This is an optimization exercise on Yosys and OpenROAD, whose aim is small area, not a production implementation.
Function was checked by simulation only, so behaviour that the tests miss may differ from the original.
Power is estimated from default activity; no workload was simulated.

**flow/flow/run.sh**
```bash
#!/bin/bash
# Own flow: the standard layout (standard.sh), with two changes in synthesis: Yosys's synth
# runs without its generic ABC pass (-noabc), and the final ABC technology mapping uses an
# area-oriented script (flow/area.abc) instead of ORFS's abc_speed/abc_area scripts. Everything
# else (the Yosys passes, the registers, and every layout step) is the standard flow's, except
# for the clock tree synthesis options (cts_args below), the port buffers' cell and no timing
# repair in the floorplan step.
set -euo pipefail
here=$(pwd)
# synth_recipe.tcl with the abc command's -script argument replaced
{
  cat <<TCL
proc abc {args} {
  set i [lsearch -exact \$args -script]
  if {\$i >= 0} { lset args [expr {\$i + 1}] {$here/flow/area.abc} }
  puts "own flow: abc -script [lindex \$args [expr {\$i + 1}]]"
  yosys abc {*}\$args
}
TCL
  head -n 1 synth_recipe.tcl
  # replaces synth_recipe.tcl's synth (its first line) with one that also skips the generic ABC
  # pass inside synth's fine stage, so that extract_fa sees the adders as written
  echo 'proc synth {args} { yosys synth -nofsm -noshare -noabc {*}$args }'
  tail -n +2 synth_recipe.tcl
} > own_synth.tcl
# clock tree: larger sink clusters and no dummy loads (fewer clock buffers)
cts_args="-sink_clustering_enable -repair_clock_nets -dont_use_dummy_load -sink_clustering_size 25 -sink_clustering_max_diameter 120"
bash standard.sh SYNTH_SCRIPT="$here/own_synth.tcl" synth > synth.log 2>&1
# every input and output port still gets its buffer, the smallest one (buf_1)
# floorplan: no timing repair before placement (REMOVE_ABC_BUFFERS, which only removes synthesis
# buffers there); the enable net's unbuffered fanout makes that repair upsize cells for nothing
bash standard.sh SYNTH_SCRIPT="$here/own_synth.tcl" CTS_ARGS="$cts_args" REMOVE_ABC_BUFFERS=1 \
  BUFFER_PORTS_ARGS="-buffer_cell sky130_fd_sc_hd__buf_1" finish > layout.log 2>&1
```
**flow/flow/area.abc**
```
strash
&get -n
&st
&dch
&nf -a -R 1000
&put
```
**flow/standard.sh**
```bash
#!/bin/bash
# synth_recipe.tcl (not shown) runs the flow's synth.tcl, then flattens the netlist and writes it again
# the make line also repeats each setting of config.mk as NAME=value (left out here)
make -C /OpenROAD-flow-scripts/flow DESIGN_CONFIG=/design/flow/config.mk WORK_HOME=/design/flow/orfs CLKGATE_MAP_FILE= SYNTH_SCRIPT=/design/flow/synth_recipe.tcl "${@:-finish}"
```
**flow/config.mk**
```make
export PLATFORM = sky130hd
export DESIGN_NAME = fp16_approx_systolic_array
export DESIGN_NICKNAME = fp16_approx_systolic_array
export VERILOG_FILES = /design/flow/design.v
export SDC_FILE = /design/flow/constraint.sdc
export NUM_CORES = 8
export LEC_CHECK = 0
export CAP_MARGIN = 20
export CORE_MARGIN = 2
export CORE_UTILIZATION = 60
export GPL_TIMING_DRIVEN = 0
export PLACE_DENSITY = 0.72
export SLEW_MARGIN = 20
```
**flow/constraint.sdc**
```tcl
create_clock -name core_clock -period 12.0 [get_ports {clk}]
set_input_delay 2.4000 -clock core_clock [delete_from_list [all_inputs] [get_ports {clk}]]
set_output_delay 2.4000 -clock core_clock [all_outputs]
set_load 0.01 [all_outputs]
```
**flow/design.v**
```verilog
module fp16_approximate_multiplier (
    input  wire [10:0] a,
    input  wire        a_ok,    
    input  wire [10:0] b,
    input  wire        b_ok,
    output wire [11:0] p
);
    wire [4:0] ea = a[9:5], eb = b[9:5];
    wire [11:0] prod;
    mant_mul mm (.a(~a[4:0]), .b(~b[4:0]), .s(prod));    
    wire norm = prod[11];
    wire [5:0] m = norm ? prod[10:5] : prod[9:4];
    wire [5:0] c;
    wire [4:0] u;
    assign c[0] = norm;
    genvar i;
    generate for (i = 0; i < 5; i = i + 1) begin : g_e
        assign u[i] = ea[i] ^ eb[i] ^ c[i];
        assign c[i+1] = (ea[i] & eb[i]) | (c[i] & (ea[i] ^ eb[i]));
    end endgenerate
    wire u5 = ea[4] ^ c[5];
    wire uf = u5 ^ (norm & (u == 5'd0));
    wire za = !a_ok | (ea == 5'b10000);
    wire zb = !b_ok | (eb == 5'b00001);
    wire ia = a_ok & (ea == 5'b01111);
    wire ib = b_ok & (eb == 5'b00000);
    wire zin = za | zb;
    wire iin = ia | ib;
    wire zero = zin | (!iin & uf);
    wire inf = !zin & (iin | (!uf & (u == 5'd31)));
    assign p[11] = (a[10] & a_ok) ^ (b[10] & b_ok);
    assign p[10:6] = zero ? 5'd0 : inf ? 5'd31 : u;
    assign p[5:0] = (zero | inf) ? 6'd0 : m;
endmodule
module mant_mul (
    input  wire [4:0] a,
    input  wire [4:0] b,
    output wire [11:0] s
);
    wire t1 = (a[0] & b[4]) ^ (a[1] & b[3]);
    wire t2 = (a[0] & b[4]) & (a[1] & b[3]);
    wire t3 = (a[1] & b[4]) ^ (a[2] & b[3]) ^ (a[3] & b[2]);
    wire t4 = ((a[1] & b[4]) & (a[2] & b[3])) | ((a[3] & b[2]) & ((a[1] & b[4]) ^ (a[2] & b[3])));
    wire t5 = (a[4] & b[1]) ^ a[0];
    wire t6 = (a[4] & b[1]) & a[0];
    wire t7 = (a[2] & b[4]) ^ (a[3] & b[3]) ^ (a[4] & b[2]);
    wire t8 = ((a[2] & b[4]) & (a[3] & b[3])) | ((a[4] & b[2]) & ((a[2] & b[4]) ^ (a[3] & b[3])));
    wire t9 = a[1] ^ b[1];
    wire t10 = a[1] & b[1];
    wire t11 = (a[3] & b[4]) ^ (a[4] & b[3]) ^ a[2];
    wire t12 = ((a[3] & b[4]) & (a[4] & b[3])) | (a[2] & ((a[3] & b[4]) ^ (a[4] & b[3])));
    wire t13 = (a[0] & b[3]) ^ (a[1] & b[2]);
    wire t14 = (a[0] & b[3]) & (a[1] & b[2]);
    wire t15 = t1 ^ (a[2] & b[2]) ^ (a[3] & b[1]);
    wire t16 = (t1 & (a[2] & b[2])) | ((a[3] & b[1]) & (t1 ^ (a[2] & b[2])));
    wire t17 = t2 ^ t3 ^ t5;
    wire t18 = (t2 & t3) | (t5 & (t2 ^ t3));
    wire t19 = t4 ^ t6 ^ t7;
    wire t20 = (t4 & t6) | (t7 & (t4 ^ t6));
    wire t21 = t8 ^ t10 ^ t11;
    wire t22 = (t8 & t10) | (t11 & (t8 ^ t10));
    wire t23 = t12 ^ (a[4] & b[4]) ^ a[3];
    wire t24 = (t12 & (a[4] & b[4])) | (a[3] & (t12 ^ (a[4] & b[4])));
    wire t25 = (a[0] & b[2]) ^ (a[1] & b[1]);
    wire t26 = (a[0] & b[2]) & (a[1] & b[1]);
    wire t27 = t13 ^ (a[2] & b[1]) ^ (a[3] & b[0]);
    wire t28 = (t13 & (a[2] & b[1])) | ((a[3] & b[0]) & (t13 ^ (a[2] & b[1])));
    wire t29 = t14 ^ t15 ^ (a[4] & b[0]);
    wire t30 = (t14 & t15) | ((a[4] & b[0]) & (t14 ^ t15));
    wire t31 = t16 ^ t17 ^ b[0];
    wire t32 = (t16 & t17) | (b[0] & (t16 ^ t17));
    wire t33 = t18 ^ t19 ^ t9;
    wire t34 = (t18 & t19) | (t9 & (t18 ^ t19));
    wire t35 = t20 ^ t21 ^ b[2];
    wire t36 = (t20 & t21) | (b[2] & (t20 ^ t21));
    wire t37 = t22 ^ t23 ^ b[3];
    wire t38 = (t22 & t23) | (b[3] & (t22 ^ t23));
    wire t39 = t24 ^ a[4] ^ b[4];
    wire t40 = (t24 & a[4]) | (b[4] & (t24 ^ a[4]));
    wire [12:0] c;
    assign c[0] = 1'b0;
    assign s[0] = (a[0] & b[0]) ^ 1'b0 ^ c[0];
    assign c[1] = ((a[0] & b[0]) & 1'b0) | (c[0] & ((a[0] & b[0]) ^ 1'b0));
    assign s[1] = (a[0] & b[1]) ^ (a[1] & b[0]) ^ c[1];
    assign c[2] = ((a[0] & b[1]) & (a[1] & b[0])) | (c[1] & ((a[0] & b[1]) ^ (a[1] & b[0])));
    assign s[2] = t25 ^ (a[2] & b[0]) ^ c[2];
    assign c[3] = (t25 & (a[2] & b[0])) | (c[2] & (t25 ^ (a[2] & b[0])));
    assign s[3] = t26 ^ t27 ^ c[3];
    assign c[4] = (t26 & t27) | (c[3] & (t26 ^ t27));
    assign s[4] = t28 ^ t29 ^ c[4];
    assign c[5] = (t28 & t29) | (c[4] & (t28 ^ t29));
    assign s[5] = t30 ^ t31 ^ c[5];
    assign c[6] = (t30 & t31) | (c[5] & (t30 ^ t31));
    assign s[6] = t32 ^ t33 ^ c[6];
    assign c[7] = (t32 & t33) | (c[6] & (t32 ^ t33));
    assign s[7] = t34 ^ t35 ^ c[7];
    assign c[8] = (t34 & t35) | (c[7] & (t34 ^ t35));
    assign s[8] = t36 ^ t37 ^ c[8];
    assign c[9] = (t36 & t37) | (c[8] & (t36 ^ t37));
    assign s[9] = t38 ^ t39 ^ c[9];
    assign c[10] = (t38 & t39) | (c[9] & (t38 ^ t39));
    assign s[10] = t40 ^ 1'b1 ^ c[10];
    assign c[11] = (t40 & 1'b1) | (c[10] & (t40 ^ 1'b1));
    assign s[11] = 1'b0 ^ 1'b0 ^ c[11];
    assign c[12] = (1'b0 & 1'b0) | (c[11] & (1'b0 ^ 1'b0));
endmodule
module fp16_approximate_adder (
    input  wire [15:0] x,
    input  wire [11:0] y,
    input  wire        clr,
    input  wire        kill,
    input  wire        hold,
    output wire [15:0] r
);
    wire sx = x[15];
    wire sy = y[11];
    wire [4:0] ex = x[14:10], ey = y[10:6];
    wire [9:0] mx = x[9:0];
    wire [5:0] my = y[5:0];
    genvar i;
    wire [6:0] bc;
    assign bc[0] = 1'b0;
    generate for (i = 0; i < 6; i = i + 1) begin : g_bm
        assign bc[i+1] = (!mx[i+4] & my[i]) | (!(mx[i+4] ^ my[i]) & bc[i]);
    end endgenerate
    wire bm = bc[6];
    wire [5:0] tb;
    wire [5:0] t;
    assign tb[0] = 1'b0;
    generate for (i = 0; i < 5; i = i + 1) begin : g_t
        assign t[i] = ex[i] ^ ey[i] ^ tb[i];
        assign tb[i+1] = (!ex[i] & ey[i]) | (!(ex[i] ^ ey[i]) & tb[i]);
    end endgenerate
    assign t[5] = tb[5];
    wire tz = t[4:0] == 5'd0;
    wire x_ge = kill | (!clr & !t[5] & (!tz | !bm));
    wire sh4 = !((t[5:2] == 4'b0000) | ((t[5:2] == 4'b1111) & (t[1] | t[0])));
    wire sh1 = !sh4 & t[0];
    wire sh2 = !sh4 & (t[1] ^ (t[0] & t[5]));
    wire xl = x_ge | hold;                 
    wire [4:0] el = xl ? ex : ey;
    wire hx = ex != 5'd0, hy = ey != 5'd0;
    wire [10:0] L = xl ? {1'b1, mx} : {1'b1, my, 4'd0};
    wire [10:0] S = x_ge ? {hy, my, 4'd0} : {hx, mx};
    wire nz = !(clr | kill | hold);
    wire o0 = nz & !sh4 & !sh1 & !sh2, o1 = nz & sh1 & !sh2, o2 = nz & !sh1 & sh2,
         o3 = nz & sh1 & sh2, o4 = nz & sh4;
    wire [14:0] Sx = {4'b0, S};
    wire [10:0] S3;
    generate for (i = 0; i < 11; i = i + 1) begin : g_sh
        assign S3[i] = (o0 & Sx[i]) | (o1 & Sx[i+1]) | (o2 & Sx[i+2]) | (o3 & Sx[i+3]) | (o4 & Sx[i+4]);
    end endgenerate
    wire sub = !hold & (sx ^ sy);
    wire [10:0] B = S3 ^ {11{sub}};
    wire [11:0] cc;
    wire [11:0] sum;
    assign cc[0] = sub;
    generate for (i = 0; i < 11; i = i + 1) begin : g_s
        assign sum[i] = L[i] ^ B[i] ^ cc[i];
        assign cc[i+1] = (L[i] & B[i]) | (cc[i] & (L[i] ^ B[i]));
    end endgenerate
    assign sum[11] = cc[11] & !sub;
    wire up = sum[11], dn = !sum[11] & !sum[10];
    wire kp = !sum[11] & sum[10];
    wire zero = !clr & !hold & (x_ge ? !hx : !hy);
    wire upm = up & !zero & (el != 5'd30);
    wire kpm = kp & !zero & (el != 5'd31);
    wire dnm = dn & !zero & (el != 5'd0);
    wire [11:0] sx0 = {sum[10:0], 1'b0};
    wire [9:0] mr;
    generate for (i = 0; i < 10; i = i + 1) begin : g_n
        assign mr[i] = (upm & sum[i+1]) | (kpm & sum[i]) | (dnm & sx0[i]);
    end endgenerate
    wire [5:0] k;
    wire [4:0] er;
    assign k[0] = up | dn;
    generate for (i = 0; i < 5; i = i + 1) begin : g_e
        assign er[i] = el[i] ^ k[i];
        assign k[i+1] = k[i] & (el[i] ^ dn);
    end endgenerate
    assign r[15] = xl ? sx : sy;
    assign r[14:10] = zero ? 5'd0 : er;
    assign r[9:0] = mr;
endmodule
module fp16_approx_mac_unit (
    input  wire        clk,
    input  wire        rst_n,
    input  wire        enable,
    input  wire        clr_d,
    input  wire        p_ok,    
    input  wire [10:0] a,       
    input  wire        a_ok,    
    input  wire [10:0] w,
    input  wire        w_ok,
    output reg  [15:0] acc_out
);
    wire [11:0] p;
    reg  [11:0] p_reg;
    fp16_approximate_multiplier mult (.a(a), .a_ok(a_ok), .b(w), .b_ok(w_ok), .p(p));
    always @(posedge clk) begin
        if (enable)
            p_reg <= p;
    end
    wire [15:0] s;
    fp16_approximate_adder adder (.x(acc_out), .y(p_reg), .clr(clr_d), .kill(!p_ok), .hold(!enable),
                                  .r(s));
    always @(posedge clk or negedge rst_n) begin
        if (!rst_n)
            acc_out <= 16'h0000;
        else
            acc_out <= s;
    end
endmodule
module fp16_approx_systolic_array #(
    parameter SIZE = 8,
    parameter APPROX_MULT_BITS = 6,
    parameter APPROX_ALIGN = 4
)(
    input wire clk,
    input wire rst_n,
    input wire enable,
    input wire acc_clear,
    input wire [15:0] a_in_0,
    input wire [15:0] a_in_1,
    input wire [15:0] a_in_2,
    input wire [15:0] a_in_3,
    input wire [15:0] a_in_4,
    input wire [15:0] a_in_5,
    input wire [15:0] a_in_6,
    input wire [15:0] a_in_7,
    input wire [15:0] w_in_0,
    input wire [15:0] w_in_1,
    input wire [15:0] w_in_2,
    input wire [15:0] w_in_3,
    input wire [15:0] w_in_4,
    input wire [15:0] w_in_5,
    input wire [15:0] w_in_6,
    input wire [15:0] w_in_7,
    output wire [15:0] acc_out_00,
    output wire [15:0] acc_out_01,
    output wire [15:0] acc_out_02,
    output wire [15:0] acc_out_03,
    output wire [15:0] acc_out_04,
    output wire [15:0] acc_out_05,
    output wire [15:0] acc_out_06,
    output wire [15:0] acc_out_07,
    output wire [15:0] acc_out_10,
    output wire [15:0] acc_out_11,
    output wire [15:0] acc_out_12,
    output wire [15:0] acc_out_13,
    output wire [15:0] acc_out_14,
    output wire [15:0] acc_out_15,
    output wire [15:0] acc_out_16,
    output wire [15:0] acc_out_17,
    output wire [15:0] acc_out_20,
    output wire [15:0] acc_out_21,
    output wire [15:0] acc_out_22,
    output wire [15:0] acc_out_23,
    output wire [15:0] acc_out_24,
    output wire [15:0] acc_out_25,
    output wire [15:0] acc_out_26,
    output wire [15:0] acc_out_27,
    output wire [15:0] acc_out_30,
    output wire [15:0] acc_out_31,
    output wire [15:0] acc_out_32,
    output wire [15:0] acc_out_33,
    output wire [15:0] acc_out_34,
    output wire [15:0] acc_out_35,
    output wire [15:0] acc_out_36,
    output wire [15:0] acc_out_37,
    output wire [15:0] acc_out_40,
    output wire [15:0] acc_out_41,
    output wire [15:0] acc_out_42,
    output wire [15:0] acc_out_43,
    output wire [15:0] acc_out_44,
    output wire [15:0] acc_out_45,
    output wire [15:0] acc_out_46,
    output wire [15:0] acc_out_47,
    output wire [15:0] acc_out_50,
    output wire [15:0] acc_out_51,
    output wire [15:0] acc_out_52,
    output wire [15:0] acc_out_53,
    output wire [15:0] acc_out_54,
    output wire [15:0] acc_out_55,
    output wire [15:0] acc_out_56,
    output wire [15:0] acc_out_57,
    output wire [15:0] acc_out_60,
    output wire [15:0] acc_out_61,
    output wire [15:0] acc_out_62,
    output wire [15:0] acc_out_63,
    output wire [15:0] acc_out_64,
    output wire [15:0] acc_out_65,
    output wire [15:0] acc_out_66,
    output wire [15:0] acc_out_67,
    output wire [15:0] acc_out_70,
    output wire [15:0] acc_out_71,
    output wire [15:0] acc_out_72,
    output wire [15:0] acc_out_73,
    output wire [15:0] acc_out_74,
    output wire [15:0] acc_out_75,
    output wire [15:0] acc_out_76,
    output wire [15:0] acc_out_77
);
    wire [15:0] a_in [0:7];
    wire [15:0] w_in [0:7];
    wire [15:0] acc  [0:7][0:7];
    assign a_in[0] = a_in_0;
    assign w_in[0] = w_in_0;
    assign a_in[1] = a_in_1;
    assign w_in[1] = w_in_1;
    assign a_in[2] = a_in_2;
    assign w_in[2] = w_in_2;
    assign a_in[3] = a_in_3;
    assign w_in[3] = w_in_3;
    assign a_in[4] = a_in_4;
    assign w_in[4] = w_in_4;
    assign a_in[5] = a_in_5;
    assign w_in[5] = w_in_5;
    assign a_in[6] = a_in_6;
    assign w_in[6] = w_in_6;
    assign a_in[7] = a_in_7;
    assign w_in[7] = w_in_7;
    assign acc_out_00 = acc[0][0];
    assign acc_out_01 = acc[0][1];
    assign acc_out_02 = acc[0][2];
    assign acc_out_03 = acc[0][3];
    assign acc_out_04 = acc[0][4];
    assign acc_out_05 = acc[0][5];
    assign acc_out_06 = acc[0][6];
    assign acc_out_07 = acc[0][7];
    assign acc_out_10 = acc[1][0];
    assign acc_out_11 = acc[1][1];
    assign acc_out_12 = acc[1][2];
    assign acc_out_13 = acc[1][3];
    assign acc_out_14 = acc[1][4];
    assign acc_out_15 = acc[1][5];
    assign acc_out_16 = acc[1][6];
    assign acc_out_17 = acc[1][7];
    assign acc_out_20 = acc[2][0];
    assign acc_out_21 = acc[2][1];
    assign acc_out_22 = acc[2][2];
    assign acc_out_23 = acc[2][3];
    assign acc_out_24 = acc[2][4];
    assign acc_out_25 = acc[2][5];
    assign acc_out_26 = acc[2][6];
    assign acc_out_27 = acc[2][7];
    assign acc_out_30 = acc[3][0];
    assign acc_out_31 = acc[3][1];
    assign acc_out_32 = acc[3][2];
    assign acc_out_33 = acc[3][3];
    assign acc_out_34 = acc[3][4];
    assign acc_out_35 = acc[3][5];
    assign acc_out_36 = acc[3][6];
    assign acc_out_37 = acc[3][7];
    assign acc_out_40 = acc[4][0];
    assign acc_out_41 = acc[4][1];
    assign acc_out_42 = acc[4][2];
    assign acc_out_43 = acc[4][3];
    assign acc_out_44 = acc[4][4];
    assign acc_out_45 = acc[4][5];
    assign acc_out_46 = acc[4][6];
    assign acc_out_47 = acc[4][7];
    assign acc_out_50 = acc[5][0];
    assign acc_out_51 = acc[5][1];
    assign acc_out_52 = acc[5][2];
    assign acc_out_53 = acc[5][3];
    assign acc_out_54 = acc[5][4];
    assign acc_out_55 = acc[5][5];
    assign acc_out_56 = acc[5][6];
    assign acc_out_57 = acc[5][7];
    assign acc_out_60 = acc[6][0];
    assign acc_out_61 = acc[6][1];
    assign acc_out_62 = acc[6][2];
    assign acc_out_63 = acc[6][3];
    assign acc_out_64 = acc[6][4];
    assign acc_out_65 = acc[6][5];
    assign acc_out_66 = acc[6][6];
    assign acc_out_67 = acc[6][7];
    assign acc_out_70 = acc[7][0];
    assign acc_out_71 = acc[7][1];
    assign acc_out_72 = acc[7][2];
    assign acc_out_73 = acc[7][3];
    assign acc_out_74 = acc[7][4];
    assign acc_out_75 = acc[7][5];
    assign acc_out_76 = acc[7][6];
    assign acc_out_77 = acc[7][7];
    reg [10:0] a_dl [0:7][1:8];
    reg [10:0] w_dl [0:7][1:8];
    integer i, k;
    always @(posedge clk) begin
        if (enable) begin
            for (i = 0; i < 8; i = i + 1) begin
                a_dl[i][1] <= {a_in[i][15], a_in[i][14:10] ^ 5'b10000, ~a_in[i][9:5]};
                w_dl[i][1] <= {w_in[i][15], w_in[i][14:10] + 5'd1, ~w_in[i][9:5]};
                for (k = 2; k <= 8; k = k + 1) begin
                    a_dl[i][k] <= a_dl[i][k-1];
                    w_dl[i][k] <= w_dl[i][k-1];
                end
            end
        end
    end
    reg [8:1] fill;
    reg clr_d;
    always @(posedge clk or negedge rst_n) begin
        if (!rst_n) begin
            fill <= 8'd0;
            clr_d <= 1'b0;
        end else if (enable) begin
            fill <= {fill[7:1], 1'b1};
            clr_d <= acc_clear;
        end
    end
    genvar r, c;
    generate
        for (r = 0; r < 8; r = r + 1) begin : gen_row
            for (c = 0; c < 8; c = c + 1) begin : gen_col
                fp16_approx_mac_unit pe (
                    .clk(clk), .rst_n(rst_n), .enable(enable), .clr_d(clr_d), .p_ok(fill[1]),
                    .a(a_dl[r][c+1]), .a_ok(fill[c+1]),
                    .w(w_dl[c][r+1]), .w_ok(fill[r+1]),
                    .acc_out(acc[r][c])
                );
            end
        end
    endgenerate
endmodule
```
==> run summary, run 1 <==
STA:
- The worst max-slew margin expressed relative to the limit is 20.6%.
- The post-route clock period utilization is between 90% and 100%.
- For the pin with the worst max-slew slack, the measured transition is between 1000 and 1500 ps.
- The minimum period implied by the final worst setup slack is between 10000 and 15000 ps.
- For the final database, setup skew stands at 84.8 ps.
- The number of slew-limit violations in the final report came to 0.
- The final-layout setup total negative slack is 0 ps.
- The number of failing setup endpoints in the final timing report is 0.
- The final-report hold violation count is 0.
- Based on the critical path, the design can be clocked at up to roughly 86 MHz.
- Setup repair after global routing could not meet its margin everywhere.

Finish:
- The sequential cell area in the final layout is 91200 sq um.
- Summing all multi-input logic gate instances after layout gives around 150000 sq um.
- The count of fill cells added during filler insertion is ~33000.
- The number of nets in the final layout is just under 30000.
- From synthesis to final layout, the design area changed by 8.11%.
- The final instance area is 270000 sq um.
- The share of cells above drive strength 1 is 2.29%.
- The final standard cell count with taps included and fillers excluded is a little over 30000.
- The number of flip-flops under the largest register name is ~1000.
- Cells fill around two thirds of the core in the end.

Floorplan:
- The floorplan step defined a die boundary enclosing around 420000 sq um.
- The starting density of the core is between 60 and 70%.
- The floorplan die width is roughly 650 um.
- about 1300 I/O pins were placed.
- The area of the core is 413000 sq um.
- The count of standard-cell rows is between 200 and 250.
- The die is about 650 um tall.

Yosys:
- The gate count of the mapped netlist is approximately 23000.
- The top flip-flop cell by instance count after synthesis is sky130_fd_sc_hd__edfxtp_1.
- Counting flops with an async set or reset pin after synthesis yields a share of 32.2%.
- The synthesized design contains 2176 enable-type register cells.
- Summing the sequential cell areas from Yosys gives ~37% of the chip area.
- The count of state elements after synthesis is roughly 3200.
- The count of cell types in the netlist is 64.
- The number of warnings issued by yosys is 6.
- The mapped netlist covers about 250000 sq um.
- Averaged over all synthesized cells, the footprint is 10.6 sq um.

CTS:
- The CTS sink count is 3209.
- The cell chosen for the clock root is sky130_fd_sc_hd__clkbuf_16.
- The number of resized instances in the post-cts repair step is 0.
- The CTS clock-pin slew for the worst setup and hold paths is around 100 ps.
- Counting the buffers created by CTS gives between 150 and 200.
- Counting along the longest clock path gives a buffer depth of 4.
- The H-tree depth is 4.
- The later pin in the worst-skew pair is clocked with a latency of between 900 and 1000 ps.
- TritonCTS built the clock tree.

Power:
- The share of total power in the clock network is under 10%.
- After layout, the design draws a total of 67800 uW.
- The worst-case IR drop observed on VDD is between 150 and 200 uV.
- The internal cell power is about 35000 uW.
- For this design the ratio of total power to cell area is ~250 nW/um^2.
- The fraction of power spent switching nets is ~49%.
- In this run the static leakage power is between 0.1 and 0.15 uW.
- The part of the power in registers is a little over a quarter.
- The combinational share of power is between 60% and 70%.
- The reported net switching power is between 30000 and 40000 uW.

Setup path:
- The cell with the largest stage delay on the worst path is sky130_fd_sc_hd__nor2_2.
- The worst endpoint required time is roughly 13000 ps.
- STA classifies the critical path startpoint as a primary input.
- The most used cell along the critical path is sky130_fd_sc_hd__fa_1.
- The worst setup path is captured at a flip-flop.
- STA puts the critical path data arrival time at around 12000 ps.
- For the worst flop-to-flop path, the logic depth is 30.
- The startpoint identified for the worst register-to-register timing path is gen_row[1].gen_col[3].pe.acc_out[10].
- The highest net fanout along the worst path is 34.
- The type of the worst setup path is primary input to flip-flop.
- The setup slack on the worst flop-to-flop path is 1550 ps.
- The terminus of the critical flop-to-flop path is gen_row[1].gen_col[3].pe.acc_out[1].
- The largest single stage delay on the critical path is 1110 ps.

Global routing:
- The via count of the first global-routing pass came to approximately 180k.
- The first-pass GRT wire length is around 1100000 um.
- Entering global routing, the biggest net connects 37 pins.
- For this run, the total global-route usage over all layers was measured as between 30% and 40%.
- The initial antenna violation count came to 37.
- Summed over all layers, the global routing overflow is 0.

Hold path:
- The number of cells on the worst hold path is 0.
- The worst min-delay path startpoint is w_dl[46][10].
- The path type of the worst min-delay path is flip-flop to flip-flop.
- For hold timing, the worst endpoint is w_dl[47][10].

Detailed routing:
- The first routing iteration left around 20000 violations.
- The detail-routed via count per cell is around 6.2.
- For this run, design rule violations remaining after detail routing come to 0.
- The overall routed net length is 718000 um.
- The average detailed-routed wire length per instance is 23.5 um.
- Once detail routing completed, the nets flagged for antenna violations numbered 0.
- The total iterations of the first detailed-routing run is 15.
- The total via count in the routed design is about 190k.

Placed design:
- Summed over all nets, the half-perimeter wirelength after detailed placement is between 500000 and 600000 um.
- Input and output buffers added on the ports amount to 1203.
- The last weighted congestion value of the routability-driven placer is between 0.9 and 1.
- The total placed cells including tap cells is between 30000 and 40000.
- The placed cell area is between 200000 and 300000 sq um.

Outcome:
- The flow ran to the end and the layout has no timing, DRC or antenna violations.

Flow run:
- The number of max-capacitance violations reported is 0.
-- repair_timing --
action                     4_1_cts  5_1_grt
setup endpoints to repair        0       10
hold buffers                     0        0
hold endpoints to repair         0        0
buffers inserted                 0        0
-- per-stage QoR --
step | hold WS [ps] | setup slack [ps]
2_1_floorplan | 427 | -4700
3_3_place_gp | 429 | -189670
3_5_place_dp | 434 | -607
4_1_cts | 451 | 445
5_1_grt | 455 | -71.7
6_report | 450 | 397
-- layout by cell type, fill, tap and decap left out, types with 77 or more instances in the layout --
cell type	n
sky130_fd_sc_hd__nor4_1	152
sky130_fd_sc_hd__a222oi_1	527
sky130_fd_sc_hd__nand4_1	242
sky130_fd_sc_hd__a21oi_1	477
sky130_fd_sc_hd__nand3_1	327
sky130_fd_sc_hd__nor2_1	3531
sky130_fd_sc_hd__fa_1	2560
sky130_fd_sc_hd__clkbuf_16	158
sky130_fd_sc_hd__or2_0	215
sky130_fd_sc_hd__ha_1	968
sky130_fd_sc_hd__edfxtp_1	2176
sky130_fd_sc_hd__xor2_1	379
sky130_fd_sc_hd__clkinv_1	2637
sky130_fd_sc_hd__dfrtp_1	1024
sky130_fd_sc_hd__a211oi_1	173
sky130_fd_sc_hd__o22ai_1	997
sky130_fd_sc_hd__xnor2_1	1045
sky130_fd_sc_hd__nand2_1	1461
sky130_fd_sc_hd__mux2_1	129
sky130_fd_sc_hd__buf_12	126
sky130_fd_sc_hd__buf_1	1201
sky130_fd_sc_hd__a22o_1	77
sky130_fd_sc_hd__nor2b_1	540
sky130_fd_sc_hd__or4_1	82
sky130_fd_sc_hd__a31oi_1	95
sky130_fd_sc_hd__and3_1	94
sky130_fd_sc_hd__o21a_1	254
sky130_fd_sc_hd__nand2b_1	201
sky130_fd_sc_hd__mux2i_1	875
sky130_fd_sc_hd__o21ai_0	685
sky130_fd_sc_hd__nor3_1	613
-- worst max-delay path: cells and delay by family --
| family | cells | cell delay, ps |
|---|---|---|
| AND/OR/NAND/NOR | 5 | 2370 |
| adder cells (fa/ha/maj) | 11 | 4150 |
| buffers and inverters | 12 | 3140 |
| AO/OA/AOI/OAI | 1 | 220 |
-- worst max path at each step --
| stage | from | to | slack [ps] | cells past startpoint |
|---|---|---|---|---|
| floorplan | enable | gen_row[5].gen_col[5].pe.acc_out[1] | -4700 | 21 |
| global placement | enable | gen_row[6].gen_col[3].pe.acc_out[1] | -189670 | 24 |
| detailed placement | enable | gen_row[4].gen_col[5].pe.acc_out[7] | -610 | 30 |
| CTS | enable | gen_row[4].gen_col[5].pe.acc_out[7] | 440 | 30 |
| global route | enable | gen_row[5].gen_col[5].pe.acc_out[1] | -70 | 29 |
| finish | enable | gen_row[5].gen_col[5].pe.acc_out[1] | 400 | 29 |
-- synthesized netlist by cell type (617+ instances only) --
cell type                  number  area, sq um
sky130_fd_sc_hd__xnor2_1     1045         9150
sky130_fd_sc_hd__nor3_1       617         3090
sky130_fd_sc_hd__clkinv_1    2640         9910
sky130_fd_sc_hd__ha_1         968        12100
sky130_fd_sc_hd__nand2_1     1462         5490
sky130_fd_sc_hd__o21ai_0      685         3430
sky130_fd_sc_hd__nor2_1      3537        13300
sky130_fd_sc_hd__dfrtp_1     1033        25800
sky130_fd_sc_hd__edfxtp_1    2176        65300
sky130_fd_sc_hd__mux2i_1      875         8760
sky130_fd_sc_hd__o22ai_1      997         6240
sky130_fd_sc_hd__fa_1        2560        51200
-- per-layer routing --
layer / global-route usage (%) / vias to the layer above / wire length (um)
met5: 0 / - / 108
met1: 44.2 / 94206 / 279000
li1: - / 85888 / -
met2: 53.1 / 7930 / 327000
met3: 5.67 / 1472 / 55800
met4: 21.8 / 20 / 57000
-- logic make-up (layout without fill, tap and decap cells) --
kind of cell             count (synthesis)  count (layout)  synth area share [%]
other                                    0              26                     0
flip-flops                            3209            3209                  36.6
AND/OR/NAND/NOR                       7825            7825                  14.3
XOR/XNOR                              1424            1424                  5.00
AO/OA/AOI/OAI                         3851            3851                  10.6
multiplexers                          1004            1004                  4.09
adder cells (fa/ha/maj)               3528            3528                  25.4
buffers and inverters                 2640            4217                  3.97
-- power groups by stage --
stage               sequential [uW]  combinational, uW  clock, uW
finish                        18000              43800       5980
global route                  18300              48700       6470
detailed placement            18200              42800          0
global placement              19600              41500          0
floorplan                     17700              31100          0
CTS                           18000              43200       6140
-- layout make-up --
class                           instances  share of cell area [%]
Antenna cell                           26                  0.0241
Clock buffer                          158                    1.47
Inverter                             2640                    3.68
Multi-Input combinational cell      17632                    55.3
Sequential cell                      3209                    33.8
Tap cell                             5474                    2.54
Timing Repair Buffer                 1419                    3.12
==> run 2: changes to the inputs <==
--- a/flow/design.v
+++ b/flow/design.v
@@ -109,7 +109,6 @@
     input  wire [11:0] y,
     input  wire        clr,
     input  wire        kill,
-    input  wire        hold,
     output wire [15:0] r
 );
     wire sx = x[15];
@@ -137,12 +136,11 @@
     wire sh4 = !((t[5:2] == 4'b0000) | ((t[5:2] == 4'b1111) & (t[1] | t[0])));
     wire sh1 = !sh4 & t[0];
     wire sh2 = !sh4 & (t[1] ^ (t[0] & t[5]));
-    wire xl = x_ge | hold;                 
-    wire [4:0] el = xl ? ex : ey;
+    wire [4:0] el = x_ge ? ex : ey;
     wire hx = ex != 5'd0, hy = ey != 5'd0;
-    wire [10:0] L = xl ? {1'b1, mx} : {1'b1, my, 4'd0};
+    wire [10:0] L = x_ge ? {1'b1, mx} : {1'b1, my, 4'd0};
     wire [10:0] S = x_ge ? {hy, my, 4'd0} : {hx, mx};
-    wire nz = !(clr | kill | hold);
+    wire nz = !(clr | kill);
     wire o0 = nz & !sh4 & !sh1 & !sh2, o1 = nz & sh1 & !sh2, o2 = nz & !sh1 & sh2,
          o3 = nz & sh1 & sh2, o4 = nz & sh4;
     wire [14:0] Sx = {4'b0, S};
@@ -150,7 +148,7 @@
     generate for (i = 0; i < 11; i = i + 1) begin : g_sh
         assign S3[i] = (o0 & Sx[i]) | (o1 & Sx[i+1]) | (o2 & Sx[i+2]) | (o3 & Sx[i+3]) | (o4 & Sx[i+4]);
     end endgenerate
-    wire sub = !hold & (sx ^ sy);
+    wire sub = sx ^ sy;
     wire [10:0] B = S3 ^ {11{sub}};
     wire [11:0] cc;
     wire [11:0] sum;
@@ -162,7 +160,7 @@
     assign sum[11] = cc[11] & !sub;
     wire up = sum[11], dn = !sum[11] & !sum[10];
     wire kp = !sum[11] & sum[10];
-    wire zero = !clr & !hold & (x_ge ? !hx : !hy);
+    wire zero = !clr & (x_ge ? !hx : !hy);
     wire upm = up & !zero & (el != 5'd30);
     wire kpm = kp & !zero & (el != 5'd31);
     wire dnm = dn & !zero & (el != 5'd0);
@@ -178,7 +176,7 @@
         assign er[i] = el[i] ^ k[i];
         assign k[i+1] = k[i] & (el[i] ^ dn);
     end endgenerate
-    assign r[15] = xl ? sx : sy;
+    assign r[15] = x_ge ? sx : sy;
     assign r[14:10] = zero ? 5'd0 : er;
     assign r[9:0] = mr;
 endmodule
@@ -202,12 +200,11 @@
             p_reg <= p;
     end
     wire [15:0] s;
-    fp16_approximate_adder adder (.x(acc_out), .y(p_reg), .clr(clr_d), .kill(!p_ok), .hold(!enable),
-                                  .r(s));
+    fp16_approximate_adder adder (.x(acc_out), .y(p_reg), .clr(clr_d), .kill(!p_ok), .r(s));
     always @(posedge clk or negedge rst_n) begin
         if (!rst_n)
             acc_out <= 16'h0000;
-        else
+        else if (enable)
             acc_out <= s;
     end
 endmodule
==> run 2 against run 1 <==
  * Synthesized area up 1.4%
  * Clock-buffer cell count shrank 2
  * Largest cell class unchanged
  * Die area up 1.4%
  * Hold slack worse by 8.3 ps
  * Combinational power increased by 37%
  * Cell count rose by 2.3%
  * Still clean
==> run summary, run 2 <==
Power:
- The standby leakage power is 0.106 uW (+2.3%).
- The fraction of power spent switching nets is 50.1% (+1.6 points).
- The part of the power in registers is 21.5% (-5.1 points).
- The internal cell power was 41900 uW (+20%).
- The combinational share of power is 71.3% (+6.7 points).
- The power density over the cells is 307 nW/um^2 (+22%).
- The reported net switching power was 42200 uW (+28%).
- The share of total power in the clock network came to 7.2% (-1.6 points).
- The maximum VDD drop is 279 uV (+40%).

Global routing:
- The pin count of the biggest net entering global routing is 50 (+35%).
- The total grt overflow is 0 (unchanged).
- The first-pass GRT wire length came to 1150000 um (+4.2%).
- The met2 usage in global routing came to 55.0% (+2.0 points).
- The met1 capacity usage during global routing was 43.3% (-0.89 points).
- The global routing's busiest layer is met2.
- The via count of the first global-routing pass was 191103 (+3.4%).
- The initial antenna violation count was 47 (+27%).
- The met3 demand-to-capacity share in global routing is 6.11% (+0.44 points).
- The overall global routing resource usage was 35.2% (+1.2 points).

Flow run:
- The number of max-capacitance violations reported is 0 (unchanged).

Finish:
- The signed area change from the synthesized netlist to the final layout is 8.51%.
- The number of nets in the final layout is 29498 (+2.3%).
- In the layout the commonest cells are sky130_fd_sc_hd__nor2_1 (3738), sky130_fd_sc_hd__fa_1 (2560), sky130_fd_sc_hd__clkinv_1 (2193), sky130_fd_sc_hd__edfxtp_1 (2176), sky130_fd_sc_hd__nand2_1 (1536).
- The share of cells above drive strength 1 is 2.69% (+0.40 points).
- The most common cell after layout, fill and taps aside is sky130_fd_sc_hd__nor2_1.
- The number of flip-flops under the largest register name is 1024 (unchanged).
- The count of fill cells added during filler insertion was 33181 (+1.6%).
- The final standard cell count with taps included and fillers excluded is 31257 (+2.3%).

Floorplan:
- The area of the core came to 420000 sq um (+1.6%).
- The count of standard-cell rows is 238 (+0.85%).
- The number of top-level design ports is 1284 (unchanged).
- The floorplan die width came to 653 um (+0.68%).
- The full die area is 427000 sq um (+1.4%).
- The starting density of the core was 60.2% (-0.12 points).
- The die boundary height is 653 um (+0.68%).

STA:
- The setup clock skew after layout was 92.2 ps (+7.32 ps).
- The final-report hold violation count was 0 (unchanged).
- The final-layout setup total negative slack is 0 ps (unchanged).
- The worst max-slew margin expressed relative to the limit is 26.9% (+6.3 points).
- The post-route clock period utilization is 88.7% (-7.9 points).
- The number of slew-limit violations in the final report is 0 (unchanged).
- The number of failing setup endpoints in the final timing report came to 0 (unchanged).
- Setup repair after global routing left no endpoint under its margin.
- The top achievable clock speed is 93.9 MHz (+9.0%).
- The pin slew with the least headroom to its limit came to 1090 ps (-91.7 ps).
- The minimum period implied by the final worst setup slack is 10650 ps (-954 ps).

Placed design:
- The count of buffers inserted at the top-level ports is 1203 (unchanged).
- The final HPWL from detailed placement was 607000 um (+4.8%).
- The total placed cells including tap cells came to 31072 (+2.3%).
- The last weighted congestion value of the routability-driven placer is 0.970 (+0.54%).

Yosys:
- Ranked by total cell area, the synthesized netlist is headed by sky130_fd_sc_hd__edfxtp_1 (26%), sky130_fd_sc_hd__fa_1 (20%), sky130_fd_sc_hd__dfrtp_1 (10%), sky130_fd_sc_hd__nor2_1 (5.5%), sky130_fd_sc_hd__ha_1 (4.8%).
- The commonest cells after synthesis are sky130_fd_sc_hd__nor2_1 (3738), sky130_fd_sc_hd__fa_1 (2560), sky130_fd_sc_hd__clkinv_1 (2195), sky130_fd_sc_hd__edfxtp_1 (2176), sky130_fd_sc_hd__nand2_1 (1536).
- The sequential-to-total area share from yosys stat was 36.1% (-0.50 points).
- The count of cell types in the netlist is 59 (-7.8%).
- The mean area per synthesized cell came to 10.5 sq um (-0.95%).
- The share of synthesized registers carrying an async set or reset is 32.2% (unchanged).
- The top-area cell type share of the netlist area is 25.8% (-0.35 points).
- The top flip-flop cell by instance count after synthesis is sky130_fd_sc_hd__edfxtp_1.
- The dominant cell by count in the synthesized netlist is sky130_fd_sc_hd__nor2_1.
- The gate count of the mapped netlist came to 24032 (+2.3%).
- The summed instance area of the synthesized netlist is 253000 sq um (+1.4%).
- The number of warnings issued by yosys was 6 (unchanged).
- The count of state elements after synthesis is 3209 (unchanged).
- The count of flip-flops with a built-in enable after synthesis is 2176 (unchanged).
- The dominant cell type by area after synthesis is sky130_fd_sc_hd__edfxtp_1.

Setup path:
- The arrival time at the worst endpoint is 11520 ps (-940 ps).
- The buffers plus inverters on the worst setup path is 2 (-10).
- STA classifies the critical path endpoint as a flip-flop.
- The worst endpoint required time is 12870 ps (about the same).
- The longest individual stage delay on the worst path is 730 ps (-380 ps).
- The cell with the largest stage delay on the worst path is sky130_fd_sc_hd__nor2_1.
- The type of the worst setup path is flip-flop to flip-flop.
- The most used cell along the critical path is sky130_fd_sc_hd__fa_1.
- The startpoint kind of the worst setup timing path is a flip-flop.
- The highest net fanout along the worst path came to 38 (+12%).
- On the critical path the largest part of the delay comes from adder cells.

CTS:
- The CTS sink count was 3209 (unchanged).
- The H-tree depth is 4 (unchanged).
- The number of resized instances in the post-cts repair step is 0 (unchanged).
- The CTS clock-pin slew for the worst setup and hold paths is 110 ps (about the same).
- The number of setup buffers added after CTS was 0 (unchanged).
- The cell chosen for the clock root is sky130_fd_sc_hd__clkbuf_16.
- The clock tree from TritonCTS is done.
- The count of hold buffers inserted by post-cts repair is 0 (unchanged).
- The source-to-sink clock delay at the later pin of the worst-skew pair is 1000 ps (+30 ps).
- The TritonCTS buffer count is 156 (-1.3%).
- The number of buffers on the longest clock path is 4 (unchanged).

Detailed routing:
- The total iterations of the first detailed-routing run came to 14 (-1).
- The post-route DRC violation count is 0 (unchanged).
- The total via count in the routed design is 195142 (+3.0%).
- The average detailed-routed wire length per instance is 24.1 um (+2.3%).
- The post-detailed-route count of antenna-violating nets is 0 (unchanged).
- The number of violations reported at the end of detailed-routing iteration 0 is 20280 (+2.5%).
- The overall routed net length was 752000 um (+4.7%).
- The detail-routed via count per cell came to 6.24 (+0.67%).

Hold path:
- The path type of the worst min-delay path is flip-flop to flip-flop.

Outcome:
- The run finished with no timing, DRC or antenna violations.
run 2: worst paths after layout:
check / start / to / slack (ps) / cells after the start
setup / recovery: gen_row[0].gen_col[2].pe.acc_out[10] / gen_row[0].gen_col[2].pe.acc_out[9] / 1350 / 29
hold / removal: a_dl[46][10] / a_dl[47][10] / 440 / 0
setup reg to reg: gen_row[0].gen_col[2].pe.acc_out[10] / gen_row[0].gen_col[2].pe.acc_out[9] / 1350 / 29
hold reg to reg: a_dl[46][10] / a_dl[47][10] / 440 / 0
max in group asynchronous: rst_n / gen_row[1].gen_col[1].pe.acc_out[5] / 8150 / 11
min in group asynchronous: rst_n / gen_row[7].gen_col[5].pe.acc_out[12] / 1320 / 1
run 2: final cells by class:
type	count	area [sq um]	share of cell area (%)
Timing Repair Buffer	1520	9570	3.49
Multi-Input combinational cell	18628	154000	56.3
Sequential cell	3209	91200	33.2
Tap cell	5520	6910	2.52
Inverter	2195	8240	3.00
Antenna cell	29	72.6	0.0264
Clock buffer	156	3900	1.42
run 2: power by group through the flow:
| stage | clock network (uW) | registers (uW) | logic, uW |
|---|---|---|---|
| floorplan | 0 | 17900 | 42800 |
| global placement | 0 | 22100 | 55900 |
| detailed placement | 0 | 18300 | 58800 |
| CTS | 6140 | 18000 | 59300 |
| global route | 6470 | 18400 | 66500 |
| finish | 6040 | 18100 | 60000 |
run 2: kinds of logic after synthesis:
kind of cell | Yosys count | share of synthesized area (%)
AND/OR/NAND/NOR | 7879 | 14.0
flip-flops | 3209 | 36.1
AO/OA/AOI/OAI | 4604 | 12.0
XOR/XNOR | 1528 | 5.29
buffers and inverters | 2195 | 3.26
adder cells (fa/ha/maj) | 3528 | 25.1
multiplexers | 1089 | 4.37
run 2: per-layer routing:
metal	routed length (um)	vias to the layer above
li1	-	89160
met1	280000	96668
met2	343000	7547
met3	54500	1745
met4	74400	22
met5	138	-
run 2: metrics by stage:
step	total power (uW)	util [%]	hold WS, ps	cell area [sq um]	worst slack [ps]
floorplan	60700	-	427	253000	-3350
global placement	78000	62.9	431	264000	-160400
detailed placement	77100	64.4	435	270000	1570
CTS	83400	65.3	442	274000	1540
global route	91400	65.3	463	274000	1020
finish	84100	65.3	442	274000	1350
==> run 3: changes to the inputs <==
--- a/flow/design.v
+++ b/flow/design.v
@@ -7,7 +7,7 @@
 );
     wire [4:0] ea = a[9:5], eb = b[9:5];
     wire [11:0] prod;
-    mant_mul mm (.a(~a[4:0]), .b(~b[4:0]), .s(prod));    
+    mant_mul mm (.a(a[4:0]), .b(b[4:0]), .s(prod));
     wire norm = prod[11];
     wire [5:0] m = norm ? prod[10:5] : prod[9:4];
     wire [5:0] c;
@@ -109,6 +109,7 @@
     input  wire [11:0] y,
     input  wire        clr,
     input  wire        kill,
+    input  wire        hold,
     output wire [15:0] r
 );
     wire sx = x[15];
@@ -120,7 +121,7 @@
     wire [6:0] bc;
     assign bc[0] = 1'b0;
     generate for (i = 0; i < 6; i = i + 1) begin : g_bm
-        assign bc[i+1] = (!mx[i+4] & my[i]) | (!(mx[i+4] ^ my[i]) & bc[i]);
+        assign bc[i+1] = (!mx[i+4] & my[i]) | (!mx[i+4] & bc[i]) | (my[i] & bc[i]);
     end endgenerate
     wire bm = bc[6];
     wire [5:0] tb;
@@ -136,11 +137,12 @@
     wire sh4 = !((t[5:2] == 4'b0000) | ((t[5:2] == 4'b1111) & (t[1] | t[0])));
     wire sh1 = !sh4 & t[0];
     wire sh2 = !sh4 & (t[1] ^ (t[0] & t[5]));
-    wire [4:0] el = x_ge ? ex : ey;
+    wire xl = x_ge | hold;                 
+    wire [4:0] el = xl ? ex : ey;
     wire hx = ex != 5'd0, hy = ey != 5'd0;
-    wire [10:0] L = x_ge ? {1'b1, mx} : {1'b1, my, 4'd0};
+    wire [10:0] L = xl ? {1'b1, mx} : {1'b1, my, 4'd0};
     wire [10:0] S = x_ge ? {hy, my, 4'd0} : {hx, mx};
-    wire nz = !(clr | kill);
+    wire nz = !(clr | kill | hold);
     wire o0 = nz & !sh4 & !sh1 & !sh2, o1 = nz & sh1 & !sh2, o2 = nz & !sh1 & sh2,
          o3 = nz & sh1 & sh2, o4 = nz & sh4;
     wire [14:0] Sx = {4'b0, S};
@@ -148,7 +150,7 @@
     generate for (i = 0; i < 11; i = i + 1) begin : g_sh
         assign S3[i] = (o0 & Sx[i]) | (o1 & Sx[i+1]) | (o2 & Sx[i+2]) | (o3 & Sx[i+3]) | (o4 & Sx[i+4]);
     end endgenerate
-    wire sub = sx ^ sy;
+    wire sub = !hold & (sx ^ sy);
     wire [10:0] B = S3 ^ {11{sub}};
     wire [11:0] cc;
     wire [11:0] sum;
@@ -160,7 +162,7 @@
     assign sum[11] = cc[11] & !sub;
     wire up = sum[11], dn = !sum[11] & !sum[10];
     wire kp = !sum[11] & sum[10];
-    wire zero = !clr & (x_ge ? !hx : !hy);
+    wire zero = !clr & !hold & (x_ge ? !hx : !hy);
     wire upm = up & !zero & (el != 5'd30);
     wire kpm = kp & !zero & (el != 5'd31);
     wire dnm = dn & !zero & (el != 5'd0);
@@ -176,7 +178,7 @@
         assign er[i] = el[i] ^ k[i];
         assign k[i+1] = k[i] & (el[i] ^ dn);
     end endgenerate
-    assign r[15] = x_ge ? sx : sy;
+    assign r[15] = xl ? sx : sy;
     assign r[14:10] = zero ? 5'd0 : er;
     assign r[9:0] = mr;
 endmodule
@@ -200,11 +202,12 @@
             p_reg <= p;
     end
     wire [15:0] s;
-    fp16_approximate_adder adder (.x(acc_out), .y(p_reg), .clr(clr_d), .kill(!p_ok), .r(s));
+    fp16_approximate_adder adder (.x(acc_out), .y(p_reg), .clr(clr_d & enable), .kill(!p_ok),
+                                  .hold(!enable), .r(s));
     always @(posedge clk or negedge rst_n) begin
         if (!rst_n)
             acc_out <= 16'h0000;
-        else if (enable)
+        else
             acc_out <= s;
     end
 endmodule
@@ -387,8 +390,8 @@
     always @(posedge clk) begin
         if (enable) begin
             for (i = 0; i < 8; i = i + 1) begin
-                a_dl[i][1] <= {a_in[i][15], a_in[i][14:10] ^ 5'b10000, ~a_in[i][9:5]};
-                w_dl[i][1] <= {w_in[i][15], w_in[i][14:10] + 5'd1, ~w_in[i][9:5]};
+                a_dl[i][1] <= {a_in[i][15], a_in[i][14:10] ^ 5'b10000, a_in[i][9:5]};
+                w_dl[i][1] <= {w_in[i][15], w_in[i][14:10] + 5'd1, w_in[i][9:5]};
                 for (k = 2; k <= 8; k = k + 1) begin
                     a_dl[i][k] <= a_dl[i][k-1];
                     w_dl[i][k] <= w_dl[i][k-1];
==> flow/flow/run.sh (replaced) <==
#!/bin/bash
# Own flow: the standard layout (standard.sh), with two changes in synthesis: Yosys's synth
# runs without its generic ABC pass (-noabc), and the final ABC technology mapping uses an
# area-oriented script (flow/area.abc) instead of ORFS's abc_speed/abc_area scripts. Everything
# else (the Yosys passes, the registers, and every layout step) is the standard flow's, except
# for the clock tree synthesis options (cts_args below), the port buffers' cell and buffer trees
# for the high-fanout signal nets, built before repair_design (flow/pre_resize.tcl).
set -euo pipefail
here=$(pwd)
# synth_recipe.tcl with the abc command's -script argument replaced
{
  cat <<TCL
proc abc {args} {
  set i [lsearch -exact \$args -script]
  if {\$i >= 0} { lset args [expr {\$i + 1}] {$here/flow/area.abc} }
  puts "own flow: abc -script [lindex \$args [expr {\$i + 1}]]"
  yosys abc {*}\$args
}
TCL
  head -n 1 synth_recipe.tcl
  # replaces synth_recipe.tcl's synth (its first line) with one that also skips the generic ABC
  # pass inside synth's fine stage, so that extract_fa sees the adders as written
  echo 'proc synth {args} { yosys synth -nofsm -noshare -noabc {*}$args }'
  tail -n +2 synth_recipe.tcl
} > own_synth.tcl
# clock tree: larger sink clusters and no dummy loads (fewer clock buffers)
cts_args="-sink_clustering_enable -repair_clock_nets -dont_use_dummy_load -sink_clustering_size 20 -sink_clustering_max_diameter 100"
bash standard.sh SYNTH_SCRIPT="$here/own_synth.tcl" synth > synth.log 2>&1
# every input and output port still gets its buffer, the smallest one (buf_1)
# before repair_design: buffer trees for the high-fanout nets (flow/pre_resize.tcl)
bash standard.sh SYNTH_SCRIPT="$here/own_synth.tcl" CTS_ARGS="$cts_args" \
  BUFFER_PORTS_ARGS="-buffer_cell sky130_fd_sc_hd__buf_1" PRE_RESIZE_TCL="$here/flow/pre_resize.tcl" \
  finish > layout.log 2>&1
==> flow/flow/hf_tree.tcl (new file) <==
# Buffer trees for the high-fanout signal nets of the placed design, built before repair_design:
# each net's loads are grouped by a grid over the core (about 16 loads per occupied cell), each
# occupied cell gets a leaf buffer at its loads' centre, and when there are many leaves they are
# grouped again (3 x 3 cells per region) under region buffers. repair_design then only has to
# fix what is left, instead of chaining buffers along the nets.
proc my_fanout {net} {
  set n 0
  foreach it [$net getITerms] { if {[$it isInputSignal]} { incr n } }
  return $n
}

proc my_is_global_gate {inst min_loads} {
  global my_global_gates
  return [info exists my_global_gates([$inst getName])]
}

proc my_tree_net {net leaf_cell mid_cell tag min_loads} {
  set db [ord::get_db]
  set block [ord::get_db_block]
  set loads {}
  set kept 0
  foreach it [$net getITerms] {
    if {![$it isInputSignal]} continue
    if {[my_is_global_gate [$it getInst] $min_loads]} { incr kept; continue }
    lappend loads $it
  }
  set nl [llength $loads]
  set G [expr {max(1, int(round(sqrt($nl / 16.0))))}]
  set G2 3
  set G1 [expr {max(1, int(ceil(double($G) / $G2)))}]
  set G [expr {$G1 * $G2}]
  set core [$block getCoreArea]
  set x0 [$core xMin]; set y0 [$core yMin]; set x1 [$core xMax]; set y1 [$core yMax]
  set dx [expr {double($x1 - $x0) / $G}]; set dy [expr {double($y1 - $y0) / $G}]
  array set cell {}
  foreach it $loads {
    set loc [[$it getInst] getLocation]
    set x [lindex $loc 0]; set y [lindex $loc 1]
    set i [expr {min($G - 1, max(0, int(($x - $x0) / $dx)))}]
    set j [expr {min($G - 1, max(0, int(($y - $y0) / $dy)))}]
    lappend cell($i,$j) [list $it $x $y]
  }
  array set region {}
  set n 0
  foreach key [array names cell] {
    lassign [split $key ,] i j
    set sx 0; set sy 0; set k 0
    foreach e $cell($key) { set sx [expr {$sx + [lindex $e 1]}]; set sy [expr {$sy + [lindex $e 2]}]; incr k }
    set cx [expr {int($sx / $k)}]; set cy [expr {int($sy / $k)}]
    set inst [odb::dbInst_create $block [$db findMaster $leaf_cell] "my_tree_${tag}_l${i}_${j}"]
    set ln [odb::dbNet_create $block "my_tree_${tag}_n${i}_${j}"]
    $ln setSigType SIGNAL
    foreach e $cell($key) {
      set it [lindex $e 0]
      $it disconnect
      $it connect $ln
    }
    [$inst findITerm X] connect $ln
    [$inst findITerm A] connect $net
    $inst setLocation $cx $cy
    $inst setPlacementStatus PLACED
    lappend region([expr {$i / $G2}],[expr {$j / $G2}]) [list $inst $cx $cy]
    incr n
  }
  set m 0
  if {$n > 9} {
    foreach key [array names region] {
      if {[llength $region($key)] < 2} continue
      set sx 0; set sy 0; set k 0
      foreach e $region($key) { set sx [expr {$sx + [lindex $e 1]}]; set sy [expr {$sy + [lindex $e 2]}]; incr k }
      set cx [expr {int($sx / $k)}]; set cy [expr {int($sy / $k)}]
      lassign [split $key ,] i j
      set inst [odb::dbInst_create $block [$db findMaster $mid_cell] "my_tree_${tag}_m${i}_${j}"]
      set mn [odb::dbNet_create $block "my_tree_${tag}_mn${i}_${j}"]
      $mn setSigType SIGNAL
      foreach e $region($key) {
        set li [lindex $e 0]
        [$li findITerm A] disconnect
        [$li findITerm A] connect $mn
      }
      [$inst findITerm X] connect $mn
      [$inst findITerm A] connect $net
      $inst setLocation $cx $cy
      $inst setPlacementStatus PLACED
      incr m
    }
  }
  puts "my_tree: [$net getName]: $nl loads, $n leaf and $m region buffers, $kept global gates kept on the root"
}

proc my_trees {min_loads leaf_cell mid_cell} {
  set block [ord::get_db_block]
  set todo {}
  foreach net [$block getNets] {
    if {[$net getSigType] ne "SIGNAL"} continue
    set n 0
    foreach it [$net getITerms] { if {[$it isInputSignal]} { incr n } }
    if {$n >= $min_loads} { lappend todo $net }
  }
  # cells driving such nets, found before any net is split: kept on the root of their input
  # trees, so that a signal derived from another high-fanout one is not delayed twice
  global my_global_gates
  array unset my_global_gates
  foreach net $todo {
    foreach it [$net getITerms] {
      if {[$it isOutputSignal]} { set my_global_gates([[$it getInst] getName]) 1 }
    }
  }
  set t 0
  foreach net $todo { my_tree_net $net $leaf_cell $mid_cell $t $min_loads; incr t }
}
==> flow/flow/pre_resize.tcl (new file) <==
# PRE_RESIZE hook: buffer trees for the high-fanout signal nets (see hf_tree.tcl), built from the
# global placement before repair_design.
source [file join [file dirname [info script]] hf_tree.tcl]
my_trees 40 sky130_fd_sc_hd__buf_4 sky130_fd_sc_hd__buf_8
==> flow/config.mk (replaced) <==
export PLATFORM = sky130hd
export DESIGN_NAME = fp16_approx_systolic_array
export DESIGN_NICKNAME = fp16_approx_systolic_array
export VERILOG_FILES = /design/flow/design.v
export SDC_FILE = /design/flow/constraint.sdc
export NUM_CORES = 8
export LEC_CHECK = 0
export CAP_MARGIN = 10
export CORE_MARGIN = 2
export CORE_UTILIZATION = 70
export GPL_TIMING_DRIVEN = 0
export PLACE_DENSITY = 0.8
export SLEW_MARGIN = 10
==> run 3 against run 2 <==
  * Still clean
  * First-iteration DRC count rose by 14%
  * Critical path depth rose by 5
  * Worst setup slack got worse by 970 ps
  * Synthesized cell count fell by 7.1%
  * Sequential power rose by 3%
  * Sequential share of layout area rose by 1.3 points
  * Synthesized area fell by 3.0%
  * Largest cell class unchanged
  * Highest routed layer unchanged
==> run summary, run 3 <==
Outcome:
- The run finished with no timing, DRC or antenna violations.

Yosys:
- The number of warnings issued by yosys is 6 (unchanged).
- Synthesis produced a netlist with a net count of about 26000.
- The count of cell types in the netlist came to 61 (+3.4%).
- The sequential-to-total area share from yosys stat is 37.2% (+1.1 points).
- The top flip-flop cell by instance count after synthesis is sky130_fd_sc_hd__edfxtp_1.
- By area the synthesized netlist is led by sky130_fd_sc_hd__edfxtp_1 (27%), sky130_fd_sc_hd__fa_1 (21%), sky130_fd_sc_hd__dfrtp_1 (11%), sky130_fd_sc_hd__and2_0 (4.1%), sky130_fd_sc_hd__nor2_1 (4.0%).
- The commonest cells after synthesis are sky130_fd_sc_hd__nor2_1 (2611), sky130_fd_sc_hd__fa_1 (2560), sky130_fd_sc_hd__edfxtp_1 (2176), sky130_fd_sc_hd__clkinv_1 (1680), sky130_fd_sc_hd__and2_0 (1590).
- The mean area per synthesized cell is 11.0 sq um (+4.5%).
- The count of flip-flops with a built-in enable after synthesis is 2176 (unchanged).
- The gate count of the mapped netlist was 22322 (-7.1%).
- sky130_fd_sc_hd__nor2_1 is the most common cell in the netlist.
- The share of synthesized registers carrying an async set or reset is 32.2% (unchanged).
- The top-area cell type share of the netlist area was 26.6% (+0.79 points).
- The summed instance area of the synthesized netlist came to 245000 sq um (-3.0%).
- The biggest area contributor in the post-synthesis netlist is sky130_fd_sc_hd__edfxtp_1.
- The count of state elements after synthesis is 3209 (unchanged).

STA:
- The number of slew-limit violations in the final report is 0 (unchanged).
- The final-report hold violation count is 0 (unchanged).
- The post-route clock period utilization is 96.8% (+8.1 points).
- Setup repair after global routing left no endpoint under its margin.
- The minimum period implied by the final worst setup slack was 11620 ps (+966 ps).
- The pin slew with the least headroom to its limit is 1350 ps (+258 ps).
- The setup clock skew after layout is 65.6 ps (-26.6 ps).
- The number of failing setup endpoints in the final timing report is 0 (unchanged).
- The top achievable clock speed is 86.1 MHz (-8.3%).
- The worst slack on hold paths is 440 ps (-2.29 ps).
- The worst max-slew margin expressed relative to the limit is 9.46% (-17 points).

Power:
- The part of the power in registers came to 24.9% (+3.4 points).
- The power density over the cells came to 283 nW/um^2 (-7.8%).
- The fraction of power spent switching nets was 49.4% (-0.78 points).
- The internal cell power is 37800 uW (-9.9%).
- The maximum VDD drop is 311 uV (+11%).
- The reported net switching power was 36900 uW (-13%).
- The combinational share of power is 66.3% (-5.0 points).
- The share of total power in the clock network is 8.8% (+1.6 points).
- The standby leakage power came to 0.100 uW (-5.2%).

Floorplan:
- The die boundary height was 596 um (-8.7%).
- The starting density of the core is 70.3% (+10 points).
- The count of standard-cell rows is 217 (-8.8%).
- The number of top-level design ports is 1284 (unchanged).
- The full die area is 355000 sq um (-17%).
- The floorplan die width is 596 um (-8.7%).
- The area of the core is 349000 sq um (-17%).

Detailed routing:
- The total via count in the routed design is 188713 (-3.3%).
- The post-route DRC violation count is 0 (unchanged).
- The post-detailed-route count of antenna-violating nets is 0 (unchanged).
- The number of violations reported at the end of detailed-routing iteration 0 is 23132 (+14%).
- The total iterations of the first detailed-routing run is 15 (+1).
- The average detailed-routed wire length per instance was 25.7 um (+6.8%).
- The overall routed net length was 739000 um (-1.8%).
- The detail-routed via count per cell was 6.57 (+5.2%).

Placed design:
- The final HPWL from detailed placement is 584000 um (-3.7%).
- The last weighted congestion value of the routability-driven placer is 0.979 (+0.94%).
- The count of buffers inserted at the top-level ports was 1203 (unchanged).
- The placed cell area is 259000 sq um (-4.2%).

Global routing:
- The via count of the first global-routing pass is 183954 (-3.7%).
- The pin count of the biggest net entering global routing is 42 (-16%).
- The initial antenna violation count was 79 (+68%).
- The first-pass GRT wire length is 1110000 um (-3.3%).
- The overall global routing resource usage is 41.3% (+6.2 points).
- The total grt overflow is 0 (unchanged).

CTS:
- The CTS clock-pin slew for the worst setup and hold paths is 80 ps (-30 ps).
- TritonCTS built the clock tree.
- The count of hold buffers inserted by post-cts repair is 0 (unchanged).
- The source-to-sink clock delay at the later pin of the worst-skew pair is 970 ps (-30 ps).
- The TritonCTS buffer count is 189 (+21%).
- The H-tree depth is 4 (unchanged).
- The number of buffers on the longest clock path is 4 (unchanged).
- The CTS sink count came to 3209 (unchanged).
- Clock tree synthesis selected as its root buffer the cell sky130_fd_sc_hd__clkbuf_16.

Setup path:
- The most used cell along the critical path is sky130_fd_sc_hd__fa_1.
- For this design, the slowest cell found on the critical path is sky130_fd_sc_hd__nor3_1.
- By startpoint and endpoint, the worst setup path is classified as primary input to flip-flop.
- STA classifies the critical path startpoint as a primary input.
- The startpoint of the most critical register-to-register path is gen_row[5].gen_col[6].pe.acc_out[10].
- The arrival time at the worst endpoint was 12480 ps (+960 ps).
- The critical path capture point type is a flip-flop.
- The highest net fanout along the worst path was 16 (-58%).
- The setup slack on the worst flop-to-flop path is 1120 ps (-230 ps).
- The startpoint of the most critical setup path is enable.
- The longest individual stage delay on the worst path is 800 ps (+70 ps).
- The worst endpoint required time is 12860 ps (about the same).
- The number of cell instances on the worst register-to-register path is 31 (+6.9%).
- In this run the critical register-to-register path is captured at gen_row[5].gen_col[6].pe.acc_out[1].

Finish:
- The number of nets in the final layout was 27550 (-6.6%).
- The most common cell after layout, fill and taps aside is sky130_fd_sc_hd__nor2_1.
- Compared with the post-synthesis result, the final layout area differs by 7.60%.
- In the layout the commonest cells are sky130_fd_sc_hd__nor2_1 (2609), sky130_fd_sc_hd__fa_1 (2560), sky130_fd_sc_hd__edfxtp_1 (2176), sky130_fd_sc_hd__clkinv_1 (1679), sky130_fd_sc_hd__and2_0 (1589).
- The number of flip-flops under the largest register name is 1024 (unchanged).
- The final instance area is 264000 sq um (-3.8%).
- The share of cells above drive strength 1 came to 2.56% (-0.13 points).

Flow run:
- The number of max-capacitance violations reported is 0 (unchanged).

Hold path:
- The worst hold path begins at w_dl[8][10].
- The number of cells on the worst hold path came to 0 (unchanged).
- The worst hold endpoint is w_dl[9][10].
- The tightest min-delay check is of the flip-flop to flip-flop type.
run 3: per-stage QoR:
stage	total power (uW)	setup slack [ps]	TNS [ps]	util [%]	std cells
5_1_grt	80200	81.2	0	75.6	28701
3_5_place_dp	66600	-1040	-449150	74.2	28484
6_report	74600	385	0	75.6	28736
2_1_floorplan	53500	-36.3	-44.0	-	22322
3_3_place_gp	68100	-153040	-	73.2	28124
4_1_cts	73500	146	0	75.5	28674
run 3: critical path: cells and delay by family:
kind / cells / cell delay (ps)
XOR/XNOR: 1 / 160
buffers and inverters: 9 / 2090
adder cells (fa/ha/maj): 11 / 4190
AO/OA/AOI/OAI: 5 / 670
AND/OR/NAND/NOR: 8 / 2800
run 3: timing repair:
item | 4_1_cts | 5_1_grt
endpoints found under the hold margin | 0 | 0
gates cloned | 0 | 0
pin swaps | 1 | 0
resized for setup | 0 | 5
buffers inserted | 1 | 0
endpoints found under the setup margin | 3 | 63
run 3: power by group through the flow:
stage          registers (uW)  logic, uW  clock network, uW
2_1_floorplan           18100      35400                  0
3_3_place_gp            20000      48000                  0
3_5_place_dp            18600      47900                  0
4_1_cts                 18400      48400               6610
5_1_grt                 18800      54500               6920
6_report                18600      49500               6570
run 3: cell families (layout without fill, tap and decap cells):
logic type | Yosys count | count (layout) | synth area share (%)
adders and majority gates | 3528 | 3528 | 25.5
other | 0 | 57 | 0
buffers and inverters | 1680 | 3438 | 2.57
muxes | 839 | 839 | 3.49
AOI/OAI and AO/OA | 3755 | 3755 | 10.5
DFF | 3209 | 3209 | 37.2
xor gates and xnor gates | 1445 | 1445 | 5.16
and+or+nand+nor | 7866 | 7866 | 15.6
run 3: routing by layer:
metal  part of all wire (%)  vias up  GRT usage, %
met3                     10     2082          10.8
li1                       -    83327             -
met2                     45     9854          62.6
met1                     36    93390          51.6
met5                  0.056        -             0
met4                    8.9       60          30.5
run 3: worst max-delay path by stage:
stage                     cells after the start                                  end
after floorplan                              24  gen_row[6].gen_col[0].pe.acc_out[1]
after global placement                       27  gen_row[6].gen_col[6].pe.acc_out[1]
after detailed placement                     31  gen_row[1].gen_col[2].pe.acc_out[1]
after CTS                                    28  gen_row[6].gen_col[2].pe.acc_out[1]
after global routing                         28  gen_row[6].gen_col[0].pe.acc_out[1]
final                                        34  gen_row[6].gen_col[6].pe.acc_out[1]
run 3: cell type report:
type	count	area, sq um
Antenna cell	57	143
Inverter	1680	6310
Fill cell	23964	85200
Timing Repair Buffer	1229	4950
Buffer	340	2770
Clock buffer	189	4730
Sequential cell	3209	91200
Tap cell	4599	5750
Multi-Input combinational cell	17433	148000

-- what the ideal ports hide --
Ports are ideal in the flow. The routed layouts listed here were re-timed in OpenROAD.
Step 1: set_driving_cell puts a clkbuf_16 on clk and a buf_2 on each other input, an assumption about the parent block.
Step 2 moves the port delays by t, midway between the first and last clock arrival at a register: inputs arrive t later, outputs are due t later. That takes back most of the time a late clock gives input paths.
Three values: no drivers, after step 1, after step 2; two values: the first two.
run	t, ns	slack for setup (ns)	hold slack, ns	worst setup path at the end	cell pins on the clock port's net
run 1	1.047	0.397 / 0.498 / -0.549	0.450 / 0.450 / 0.450	input to register	1
run 2	1.075	1.351 / 1.351 / 1.351	0.442 / 0.442 / 0.442	register to register	1
run 3	1.071	0.385 / 0.496 / -0.575	0.440 / 0.440 / 0.440	input to register	1
Met with ideal ports but missed after step 2: setup timing in run 1 and run 3. The setup slack of run 3, which loses most, moves by +0.111 ns with the drivers and by -0.960 ns with both steps.
